Context: an optimization exercise on an open-source flow, tuned for small area. The choices shown serve that exercise and are no tape-out recipe. Only simulation tests tie the RTL to the original design; equivalence was not proved. No driver is modelled on the clock port, so clocking that relies on it looks cheaper here than on a real chip.

Setup of xenon:
==> module BCD_SEG, before the edit <==
module BCD_SEG(
    input wire [3:0] BCD,
    output reg [7:0] s
);
    always @(*) begin
        case(BCD)
            0: s = 8'b0000_0011;
            1: s = 8'b1001_1111;
            2: s = 8'b0010_0101;
            3: s = 8'b0000_1101;
            4: s = 8'b1001_1001;
            5: s = 8'b0100_1001;
            6: s = 8'b0100_0001;
            7: s = 8'b0001_1111;
            8: s = 8'b0000_0001;
            9: s = 8'b0000_1001;
            10: s = 8'b0010_0001;
            11: s = 8'b0000_1101;
            12: s = 8'b0000_1001;
            13: s = 8'b0100_1001;
            14: s = 8'b0100_0001;
            default s = 8'b0001_1111;
        endcase
    end
endmodule
==> module Multi_Driver, before the edit <==
module Multi_Driver(
    input wire clk,
    input wire reset,
    input wire ld,
    input wire [15:0] sw,
    output wire [3:0] an,
    output wire [7:0] seg
    );
    reg q;
    always @(posedge clk or posedge reset) begin
        if (reset) q <= 1'b0;
        else q <= 1'b1;
    end
    reg [11:0] c;
    reg [15:0] m;
    always @(posedge clk) begin
        c <= q ? c + 1'b1 : 12'd0;
        if (ld) m <= sw;
    end
    wire [1:0] sel = c[11:10] + {1'b0, (&c[9:0]) & ~(&c[11:10])};
    wire [3:0] digit = m[4 * sel +: 4];
    assign an = ~(4'b0001 << sel);
    BCD_SEG dec(.BCD(digit), .s(seg));
endmodule
==> module COUNT_BCD, before the edit <==
module COUNT_BCD(
    input wire clk,
    input wire reset,
    input wire [15:0] count,
    output wire [15:0] BCD,
    output reg ld
    );
    reg [15:0] p;
    reg [5:0] t;
    reg [15:0] w;
    wire busy = t[5] ? ~t[4] : (t[4:0] != 5'd0);
    wire differ = (p != count);
    wire step = ~t[5] & ~t[4];
    function [3:0] adj;
        input [3:0] d;
        begin
            adj[3] = d[3] | (d[2] & d[1]) | (d[2] & d[0]);
            adj[2] = (d[2] & ~d[1] & ~d[0]) | (d[3] & d[0]);
            adj[1] = (~d[2] & d[1]) | (d[1] & d[0]) | (d[3] & ~d[0]);
            adj[0] = (~d[3] & ~d[2] & d[0]) | (d[2] & d[1] & ~d[0]) | (d[3] & ~d[0]);
        end
    endfunction
    wire [15:0] wa = {adj(w[15:12]), adj(w[11:8]), adj(w[7:4]), adj(w[3:0])};
    wire [15:0] wn = {wa[14:0], p[0]};
    always @(posedge clk or posedge reset) begin
        if (reset) begin
            p <= 0;
            t <= 0;
            w <= 0;
        end else begin
            p <= busy ? {p[14:0], p[15]} : count;
            t <= busy ? t - 1'b1 : (differ ? 6'd32 : 6'd48);
            w <= step ? wn : 16'd0;
        end
    end
    always @(posedge clk or posedge reset) begin
        if (reset) ld <= 1'b1;
        else ld <= (t == 6'd0);
    end
    assign BCD = w;
endmodule
==> module MultTop, before the edit <==
module MultTop(input wire clk, input wire reset, input wire [7:0] a, input wire [7:0] b,
               output wire [3:0] an, output wire [7:0] seg);
    wire [15:0] mult_out;
    combo_mult ComboMultiplier(.a(a), .b(b), .res(mult_out));
    wire [15:0] bcd;
    wire ld;
    COUNT_BCD converter(.clk(clk), .reset(reset), .count(mult_out), .BCD(bcd), .ld(ld));
    Multi_Driver MD(.clk(clk), .reset(reset), .ld(ld), .sw(bcd), .an(an), .seg(seg));
endmodule
clock: 12.0 ns
lec_check: 0
cap_margin: 20
core_margin: 2
core_utilization: 40
slew_margin: 20
standard.sh (not shown) runs the stock make flow with config.mk's settings and CLKGATE_MAP_FILE= SYNTH_SCRIPT=/design/flow/synth_recipe.tcl, a recipe that flattens the netlist after the stock synthesis.
==> flow/flow/run.sh <==
#!/bin/bash
# Layout flow: the standard flow (standard.sh) with three changes.
#  1. After the standard synthesis, polarity.py picks the polarity of each full
#     adder and of each gate that comes in both polarities so that the netlist
#     needs fewer inverters; Yosys proves the new netlist equivalent to the
#     synthesized one (registers unchanged), else the synthesized one is kept.
#  2. The input/output port buffers use the smallest buffer cell.
#  3. Clock tree without dummy loads; leaf buffers with many flip-flops are
#     upsized after CTS (post_cts.tcl).
# Each step's full output goes to its own log file in this folder.
set -euo pipefail
HERE=$(pwd)
RES=$HERE/orfs/results/$FLOW_PLATFORM/MultTop/base
bash standard.sh synth > synth.log 2>&1
cp $RES/1_2_yosys.v $HERE/synth_orig.v
if python3 $HERE/flow/polarity.py $HERE/synth_orig.v $HERE/synth_pol.v > polarity.log 2>&1; then
  sed -E 's/\b(_[0-9]+_)\b/\1p/g; s/\b(_polinv[c]?[0-9]+_)\b/\1p/g' $HERE/synth_pol.v > $HERE/synth_pol_renamed.v
  sed "s|LIB|$FLOW_HOME/platforms/$FLOW_PLATFORM/lib/sky130_fd_sc_hd__tt_025C_1v80.lib|; s|GOLD|$HERE/synth_orig.v|; s|GATE|$HERE/synth_pol_renamed.v|" \
    $HERE/flow/eq.ys > $HERE/eq_run.ys
  if yosys -s $HERE/eq_run.ys > equiv.log 2>&1; then
    cp $HERE/synth_pol.v $RES/1_2_yosys.v
    echo "using the polarity-optimised netlist" >> polarity.log
  else
    echo "equivalence not proven; keeping the synthesized netlist" >> polarity.log
  fi
fi
bash standard.sh \
  BUFFER_PORTS_ARGS="-buffer_cell sky130_fd_sc_hd__buf_1" \
  CTS_ARGS="-sink_clustering_enable -repair_clock_nets -dont_use_dummy_load -buf_list sky130_fd_sc_hd__clkbuf_4" \
  POST_CTS_TCL=$HERE/flow/post_cts.tcl \
  finish > layout.log 2>&1
Other scripts of this flow, unchanged in this note and not shown: flow/flow/eq.ys, flow/flow/polarity.py, flow/flow/post_cts.tcl
xenon: done, clean on timing, DRC and antenna
Inputs modified between xenon and quartz:
==> flow/design.v, changed modules only <==
module BCD_SEG(
    input wire [3:0] BCD,
    output wire [7:0] s
);
    wire d3 = BCD[3], d2 = BCD[2], d1 = BCD[1], d0 = BCD[0];
    assign s[7] = ~d3 & ~d1 & (d2 ? ~d0 : d0);                    
    assign s[6] = d2 & (d1 ? ~d0 : d0);                           
    assign s[5] = ~d2 & d1 & ~d0;                                 
    assign s[4] = (~d3 & ~d1 & (d2 ? ~d0 : d0)) | (d2 & d1 & d0);  
    assign s[3] = d0 | (d2 & ~d1);                                
    assign s[2] = (~d3 & ~d2 & (d1 | d0)) | (d1 & d0);            
    assign s[1] = (~d3 & ~d2 & ~d1) | (d2 & d1 & d0);             
    assign s[0] = 1'b1;
endmodule
module Multi_Driver(
    input wire clk,
    input wire q,
    input wire ld,
    input wire [15:0] sw,
    output wire [3:0] an,
    output wire [7:0] seg
    );
    reg [11:0] c;
    reg [15:0] m;
    always @(posedge clk) begin
        c <= q ? c + 1'b1 : 12'd0;
        if (ld) m <= sw;
    end
    wire [1:0] sel = c[11:10] + {1'b0, (&c[9:0]) & ~(&c[11:10])};
    wire [3:0] digit = m[4 * sel +: 4];
    assign an = ~(4'b0001 << sel);
    BCD_SEG dec(.BCD(digit), .s(seg));
endmodule
module COUNT_BCD(
    input wire clk,
    input wire reset,
    input wire q,
    input wire [15:0] count,
    output wire [15:0] BCD,
    output reg ld
    );
    reg [15:0] p;
    reg [5:0] t;
    reg [15:0] w;
    wire busy = t[5] ? ~t[4] : (t[4:0] != 5'd0);
    wire differ = q ? (p != count) : (count != 16'd0);
    wire step = ~t[5] & ~t[4];
    function [3:0] adj;
        input [3:0] d;
        begin
            adj[3] = d[3] | (d[2] & d[1]) | (d[2] & d[0]);
            adj[2] = (d[2] & ~d[1] & ~d[0]) | (d[3] & d[0]);
            adj[1] = (~d[2] & d[1]) | (d[1] & d[0]) | (d[3] & ~d[0]);
            adj[0] = (~d[3] & ~d[2] & d[0]) | (d[2] & d[1] & ~d[0]) | (d[3] & ~d[0]);
        end
    endfunction
    wire [15:0] wa = {adj(w[15:12]), adj(w[11:8]), adj(w[7:4]), adj(w[3:0])};
    wire [15:0] wn = {wa[14:0], p[0]};
    always @(posedge clk) begin
        p <= busy ? {p[14:0], p[15]} : count;
    end
    always @(posedge clk or posedge reset) begin
        if (reset) begin
            t <= 6'd48;
            w <= 0;
        end else begin
            t <= busy ? t - 1'b1 : (differ ? 6'd32 : 6'd48);
            w <= step ? wn : 16'd0;
        end
    end
    always @(posedge clk or posedge reset) begin
        if (reset) ld <= 1'b1;
        else ld <= (t == 6'd0);
    end
    assign BCD = w;
endmodule
module MultTop(input wire clk, input wire reset, input wire [7:0] a, input wire [7:0] b,
               output wire [3:0] an, output wire [7:0] seg);
    wire [15:0] mult_out;
    combo_mult ComboMultiplier(.a(a), .b(b), .res(mult_out));
    reg q;
    always @(posedge clk or posedge reset) begin
        if (reset) q <= 1'b0;
        else q <= 1'b1;
    end
    wire [15:0] bcd;
    wire ld;
    COUNT_BCD converter(.clk(clk), .reset(reset), .q(q), .count(mult_out), .BCD(bcd), .ld(ld));
    Multi_Driver MD(.clk(clk), .q(q), .ld(ld), .sw(bcd), .an(an), .seg(seg));
endmodule
Findings:
- Both conditions hold for quartz: the flow ran to the end and the final layout passed the timing, design-rule and antenna checks.
- Relative to xenon, global-route usage has increased by 0.46 points in quartz.
- quartz ended up with b[4] as its launch point of the critical path; xenon ended up with b[3].
- quartz vs xenon — area of the mapped netlist dropped slightly
- Final net count: quartz vs xenon, no meaningful difference
- On quartz: number of buffers outside the clock class in the layout is about 3.4% lower than what xenon gave.
- Fmax: quartz lower than xenon

==> port drivers added, routing unchanged <==
No port has a modelled driver above. Below, the same layouts with a new extraction and two added sets of constraints. Step 1 (the two cells are an assumption about what drives the block):
set clk [get_ports {clk}]
set_driving_cell -lib_cell sky130_fd_sc_hd__clkbuf_16 $clk
set_driving_cell -lib_cell sky130_fd_sc_hd__buf_2 [delete_from_list [all_inputs] $clk]
Step 2 adds t to the input delays and takes it off the output delays; t is the mean of the earliest and latest rising clock arrival at the registers after step 1. Input paths then give back, and output paths get back, about the clock's delay inside the block. a / b / c = ideal ports / drivers / drivers and shift; a / b = the first two.
run | t, ns | setup slack, ns | clock arrival spread, ns | worst slew at a driven data input, ns
xenon | 0.425 | 2.602 / 2.608 / 2.182 | 0.030 / 0.029 | 0.03
quartz | 0.409 | 2.531 / 2.535 / 2.126 | 0.031 / 0.030 | 0.03
After both steps every run listed still meets setup and hold. For xenon, which loses most, drivers alone change the setup slack by +0.006 ns; drivers and shift together by -0.420 ns.
